From an optimization exercise on the open Yosys and OpenROAD flow, aimed at small area and a short achievable clock period; shortcuts taken in it are not production practice. At most, simulation tests tie the RTL to the original design; equivalence was not proved.

Design accelerator, start of the top module:
module accelerator #(
    parameter MAP_SIZE = 9'h00a,
    parameter k = 9'h003,
    parameter p = 9'h002,
    parameter s = 1,
    parameter ptype = 1,
    parameter act_type = 0,
    parameter N = 8,
    parameter Q = 4,
    parameter AW = 8,
    parameter DW = 8,
    parameter [N-1:0] p_sqr_inv = 8'b00000100
    )(
    input clk,
    input global_rst,
    input ce,
    input [N-1:0] activation,
    input [(k*k)*N-1:0] weight1,
    output [N-1:0] data_out,
    output valid_op,
    output end_op,
    output [N-1:0] conv_out,
    output conv_valid,
    output conv_end
    );
    integer i;
    reg [7:0] w [0:8];
    wire [7:0] wv [0:8];     
    wire [8:0] ws;           
    always @(posedge clk) begin
        for (i = 0; i < 9; i = i + 1) w[i] <= weight1[8*i +: 8];
    end
    genvar gw;
    generate
        for (gw = 0; gw < 9; gw = gw + 1) begin : WDEC
            assign wv[gw] = {w[gw][7] & |w[gw][6:0], w[gw][6:0]};
            assign ws[gw] = w[gw][7];
        end
    endgenerate
    wire x80 = activation[7] & ~|activation[6:0];
    wire [8:0] xb = {activation, 1'b0};
    wire [3:0] e_one, e_two, e_neg;
    genvar gk;
    generate
        for (gk = 0; gk < 4; gk = gk + 1) begin : ENC
            assign e_one[gk] = xb[2*gk+1] ^ xb[2*gk];
            assign e_two[gk] = ((xb[2*gk+2] & ~xb[2*gk+1] & ~xb[2*gk]) |
                                (~xb[2*gk+2] & xb[2*gk+1] & xb[2*gk])) & ~(gk == 3 && x80);
            assign e_neg[gk] = xb[2*gk+2];
        end
    endgenerate
    reg [3:0] l_one, l_two, l_neg;
    reg l_sgn;
    always @(posedge clk or posedge global_rst) begin
        if (global_rst) begin
            l_one <= 4'd0;
            l_two <= 4'd0;
            l_neg <= 4'd0;
            l_sgn <= 1'b0;
        end else if (ce) begin
            l_one <= e_one;
            l_two <= e_two;
            l_neg <= e_neg;
            l_sgn <= activation[7];
        end
    end
    reg [7:0] mac [0:7];
    reg [7:0] sr1 [0:6];
    reg [7:0] sr2 [0:6];
    wire [7:0] cin_t [0:7];
    wire [7:0] res_t [0:7];
    assign cin_t[0] = 8'd0;
    assign cin_t[1] = mac[0];
    assign cin_t[2] = mac[1];
    assign cin_t[3] = sr1[6];
    assign cin_t[4] = mac[3];
    assign cin_t[5] = mac[4];
    assign cin_t[6] = sr2[6];
    assign cin_t[7] = mac[6];
  ...
For scale: roughly 2300 cells after synthesis, about 100 I/O pins.
clock: 8.0 ns
lec_check: 0
cap_margin: 20
core_margin: 2
core_utilization: 65
cts_cluster_diameter: 120
cts_cluster_size: 24
place_density: 0.75
setup_slack_margin: 3.0
slew_margin: 20
standard.sh (not shown) runs the stock make flow with config.mk's settings and CLKGATE_MAP_FILE= SYNTH_SCRIPT=/design/flow/synth_recipe.tcl, a recipe that flattens the netlist after the stock synthesis.
==> flow/flow/run.sh <==
#!/bin/bash
# The standard layout (the standard.sh: ORFS synthesis to finish), except
# that the port buffers are buf_1 cells instead of the cell buffer_ports picks
# by itself (clkdlybuf4s50_1). make's full output goes to standard.log; each
# ORFS step also keeps its own log under orfs/logs/.
set -euo pipefail
bash standard.sh "BUFFER_PORTS_ARGS=-buffer_cell sky130_fd_sc_hd__buf_1" MATCH_CELL_FOOTPRINT=0 finish > standard.log 2>&1
Change:
--- a/flow/flow/run.sh
+++ b/flow/flow/run.sh
@@ -7 +7 @@
-bash standard.sh "BUFFER_PORTS_ARGS=-buffer_cell sky130_fd_sc_hd__buf_1" MATCH_CELL_FOOTPRINT=0 finish > standard.log 2>&1
+bash standard.sh "BUFFER_PORTS_ARGS=-buffer_cell sky130_fd_sc_hd__buf_1" finish > standard.log 2>&1
CTS_CLUSTER_DIAMETER = default   (was 120)
CTS_CLUSTER_SIZE = default   (was 24)
Result:
- hold slack improves by 0.024 ns
- cell count came out higher by 1.3%
Change:
CTS_CLUSTER_DIAMETER = 120   (was default)
CTS_CLUSTER_SIZE = 24   (was default)
Setup slack gets worse by 0.0049 ns.
Die area does not change.
Global-route usage falls by 0.85 points.
Non-clock buffer count came out lower by 1.
Count of clock-buffer cells in the layout shrinks by 26.
Via count came out lower by 1.1%.
Area after synthesis is unchanged.
Sequential cell count is unchanged.
Synthesized cell count does not change.
Change:
SETUP_SLACK_MARGIN = 3.25   (was 3.0)
Outcome:
- setup slack gets better by 0.078 ns
- critical path depth decreases by 1
- synthesized cell count does not change
- routed wire length grows by about 3.6%
Change:
==> flow/run.sh (new file) <==
#!/bin/bash
# synth_recipe.tcl (not shown) runs the flow's synth.tcl, then flattens the netlist and writes it again
# the make line also repeats each setting of config.mk as NAME=value (left out here)
make -C /OpenROAD-flow-scripts/flow DESIGN_CONFIG=/design/flow/config.mk WORK_HOME=/design/flow/orfs CLKGATE_MAP_FILE= SYNTH_SCRIPT=/design/flow/synth_recipe.tcl finish
CTS_CLUSTER_DIAMETER = default   (was 120)
CTS_CLUSTER_SIZE = default   (was 24)
SETUP_SLACK_MARGIN = 3.0   (was 3.25)
removed: flow/flow/run.sh
removed: flow/standard.sh
Effect: The new run went through all stages and came out clean. Global-route usage barely changes. Design area grows by 1.4%. Area after synthesis stays the same. Sequential share of layout area shrinks by 0.56 points. Final cell count barely changes. First-iteration DRC count grows by 4.1%.
Change:
CTS_CLUSTER_DIAMETER = 150   (was default)
CTS_CLUSTER_SIZE = 30   (was default)
Outcome:
- via count goes down slightly
- utilization goes down by 2.3 points
- area after synthesis stays the same
- cell count goes down slightly
- cell area goes down by a few percent

========
run a:
accelerator, a different RTL version from the one above (not shown whole).
Size: about 2400 cells after synthesis, ~100 I/O pins, ~0.025 mm2 of cells after synthesis.
clock: 8.0 ns
lec_check: 0
cap_margin: 20
core_margin: 2
core_utilization: 65
place_density: 0.75
setup_slack_margin: 3.5
slew_margin: 20
run.sh (not shown) runs the stock make flow with config.mk's settings and CLKGATE_MAP_FILE= SYNTH_SCRIPT=/design/flow/synth_recipe.tcl, a recipe that flattens the netlist after the stock synthesis.
Stock flow here: none of the scripts above is used.
Run a went all the way through the flow, and no timing, DRC or antenna check failed.
Relative to run a, the following input files were edited for run b:
Settings: SETUP_SLACK_MARGIN: 3.5 -> 3.0.
==> comparison <==
- In run b the area growth from synthesis to final layout turned out 13 points lower than in run a.
- Critical path depth was lower in the run labelled run b.
- Changes observed in run b relative to run a: share of the cycle needed by the critical path after routing increased by 0.98 points relative to the old numbers.
- Looking at count of inverters not on the clock network in the layout, run b sits about 0.47% below run a.
- Design area came out lower on run b than on run a.
- Run b | stages: all done | timing, DRC, antenna: all pass
- The routed wire length reported for run b is smaller than that of run a by 15%.
- Multi-input combinational area share for run b is higher than for run a.
- NOTE global-route wire length before repair run a->run b decreased by a few percent
- Average vias per placed instance, run a and run b: smaller value in run b
Function was not checked in any run of this note: the RTL went through the layout flow alone.

========
## north
Another version of the RTL of accelerator (not shown whole).
For scale: ~2500 cells after synthesis, roughly 340 flip-flops, ~26000 sq um of cells after synthesis.
==> flow/config.mk <==
export PLATFORM = sky130hd
export DESIGN_NAME = accelerator
export DESIGN_NICKNAME = accelerator
export VERILOG_FILES = /design/flow/design.v
export SDC_FILE = /design/flow/constraint.sdc
export NUM_CORES = 4
export LEC_CHECK = 0
export CAP_MARGIN = 20
export CORE_MARGIN = 2
export CORE_UTILIZATION = 65
export PLACE_DENSITY = 0.75
export SETUP_SLACK_MARGIN = 3.5
export SLEW_MARGIN = 20
==> flow/constraint.sdc <==
create_clock -name core_clock -period 8.0 [get_ports {clk}]
set_input_delay 1.6000 -clock core_clock [delete_from_list [all_inputs] [get_ports {clk}]]
set_output_delay 1.6000 -clock core_clock [all_outputs]
set_load 0.01 [all_outputs]
Changes in south relative to north:
Settings: swapping 3.5 for 3.0 in SETUP_SLACK_MARGIN.
Results
For south, the top layer reached by signal wires was met5, unlike north, where it was met4.
north → south: count of filler cells inserted in the layout saw an increase; synthesized netlist cell count flat; area added between synthesis and finish -6.3 points; transition time at the pin with the least slew margin +0.084 ns; sequential cell area now sits lower.
The fraction of area in clock buffers and inverters reported for south is greater than that of north by 0.35 points.
Function was not checked in any run of this note: the RTL went through the layout flow alone.

========
Another version of the RTL of accelerator (not shown whole).
For scale: ~2300 cells after synthesis, roughly 340 flip-flops, roughly 100 I/O pins, ~24000 um2 of cells after synthesis.
==> flow/config.mk <==
export PLATFORM = sky130hd
export DESIGN_NAME = accelerator
export DESIGN_NICKNAME = accelerator
export VERILOG_FILES = /design/flow/design.v
export SDC_FILE = /design/flow/constraint.sdc
export NUM_CORES = 4
export LEC_CHECK = 0
export CAP_MARGIN = 20
export CORE_MARGIN = 2
export CORE_UTILIZATION = 70
export CTS_CLUSTER_DIAMETER = 120
export CTS_CLUSTER_SIZE = 24
export PLACE_DENSITY = 0.8
export SETUP_SLACK_MARGIN = 3.1
export SLEW_MARGIN = 20
==> flow/constraint.sdc <==
create_clock -name core_clock -period 8.0 [get_ports {clk}]
set_input_delay 1.6000 -clock core_clock [delete_from_list [all_inputs] [get_ports {clk}]]
set_output_delay 1.6000 -clock core_clock [all_outputs]
set_load 0.01 [all_outputs]
standard.sh (not shown) runs the stock make flow with config.mk's settings and CLKGATE_MAP_FILE= SYNTH_SCRIPT=/design/flow/synth_recipe.tcl, a recipe that flattens the netlist after the stock synthesis.
==> flow/flow/run.sh <==
#!/bin/bash
# The standard layout (the standard.sh: ORFS synthesis to finish), except
# that the port buffers are buf_1 cells instead of the cell buffer_ports picks
# by itself (clkdlybuf4s50_1). make's full output goes to standard.log; each
# ORFS step also keeps its own log under orfs/logs/.
set -euo pipefail
bash standard.sh "BUFFER_PORTS_ARGS=-buffer_cell sky130_fd_sc_hd__buf_1" finish > standard.log 2>&1
Rerun with:
Settings changed: GPL_TIMING_DRIVEN set to 0.
=>
- die area stays the same
- synthesized area is unchanged
- global-route usage rose by 9.2 points
- non-clock buffer count goes up by 130
- register-to-register slack loses 320 ps
- hold slack loses 7.2 ps
- maximum frequency falls by 6.2%
- worst setup slack degrades by 320 ps
- cell count increases by 4.6%
Rerun with:
--- a/flow/flow/run.sh
+++ b/flow/flow/run.sh
@@ -5,3 +5,3 @@
 # ORFS step also keeps its own log under orfs/logs/.
 set -euo pipefail
-bash standard.sh "BUFFER_PORTS_ARGS=-buffer_cell sky130_fd_sc_hd__buf_1" finish > standard.log 2>&1
+bash standard.sh "BUFFER_PORTS_ARGS=-buffer_cell sky130_fd_sc_hd__buf_1" MATCH_CELL_FOOTPRINT=0 finish > standard.log 2>&1
Settings changed: CORE_UTILIZATION 70 to 65, GPL_TIMING_DRIVEN 0 to not set, PLACE_DENSITY 0.8 to 0.75.
Via count came out lower by 12%.
Design area shrinks by 4.2%.
Critical path depth falls by 7.
Synthesized area is unchanged.
Wire length is lower by 27%.
Hold slack improves by 3.3 ps.
Die area climbs by 7.5%.
Worst setup slack improves by 260 ps.
Rerun with:
--- a/flow/flow/run.sh
+++ b/flow/flow/run.sh
@@ -5,3 +5,3 @@
 # ORFS step also keeps its own log under orfs/logs/.
 set -euo pipefail
-bash standard.sh "BUFFER_PORTS_ARGS=-buffer_cell sky130_fd_sc_hd__buf_1" MATCH_CELL_FOOTPRINT=0 finish > standard.log 2>&1
+bash standard.sh "BUFFER_PORTS_ARGS=-buffer_cell sky130_fd_sc_hd__buf_1" finish > standard.log 2>&1
Settings changed: CORE_UTILIZATION 65 to 70, PLACE_DENSITY 0.75 to 0.8, TNS_END_PERCENT set to 5.
Sequential cell count does not change.
Final area decreases slightly.
Via count increases slightly.
Setup slack got worse by 32 ps.
Wire length increases by a few percent.
Die area decreases by a few percent.
Synthesized area is unchanged.
Cell count decreases slightly.

[port drivers added, routing unchanged]
How much do the figures lean on ideal ports? The routed layouts below were timed once more, with nothing changed but the port constraints.
Step 1 assumes that a clkbuf_16 drives the clock port and a buf_2 every other input.
Step 2, shift: input delay + t, output delay - t, t = (earliest + latest rising clock arrival at the registers) / 2. This alone moves slack from input paths to output paths.
a / b / c = ideal / step 1 / step 2; a / b = the first two.
run | shift t [ns] | setup WS [ns] | worst setup path at the end
the first run of note 1 | 0.596 | 3.187 / 3.206 / 2.610 | input to register
the second run of note 1 | 0.605 | 3.233 / 3.233 / 2.682 | input to register
the third run of note 1 | 0.595 | 3.228 / 3.228 / 2.706 | input to register
the fourth run of note 1 | 0.591 | 3.306 / 3.306 / 2.829 | input to register
the fifth run of note 1 | 0.603 | 3.101 / 3.048 / 2.569 | input to register
the sixth run of note 1 | 0.582 | 3.153 / 3.101 / 2.640 | input to register
run a | 0.607 | 3.222 / 3.222 / 2.720 | input to register
run b | 0.601 | 3.143 / 3.085 / 2.629 | input to register
north | 0.619 | 3.427 / 3.369 / 2.948 | input to register
south | 0.605 | 3.087 / 3.086 / 2.516 | input to register
the first run of note 4 | 0.589 | 3.215 / 3.215 / 2.784 | input to register
the second run of note 4 | 0.597 | 2.899 / 2.899 / 2.678 | input to register
the third run of note 4 | 0.586 | 3.156 / 3.189 / 2.603 | input to register
the fourth run of note 4 | 0.590 | 3.124 / 3.124 / 2.682 | input to register
After both steps every run listed still meets setup and hold. The setup slack of the first run of note 1, which loses most, moves by +0.019 ns with the drivers and by -0.577 ns with both steps.
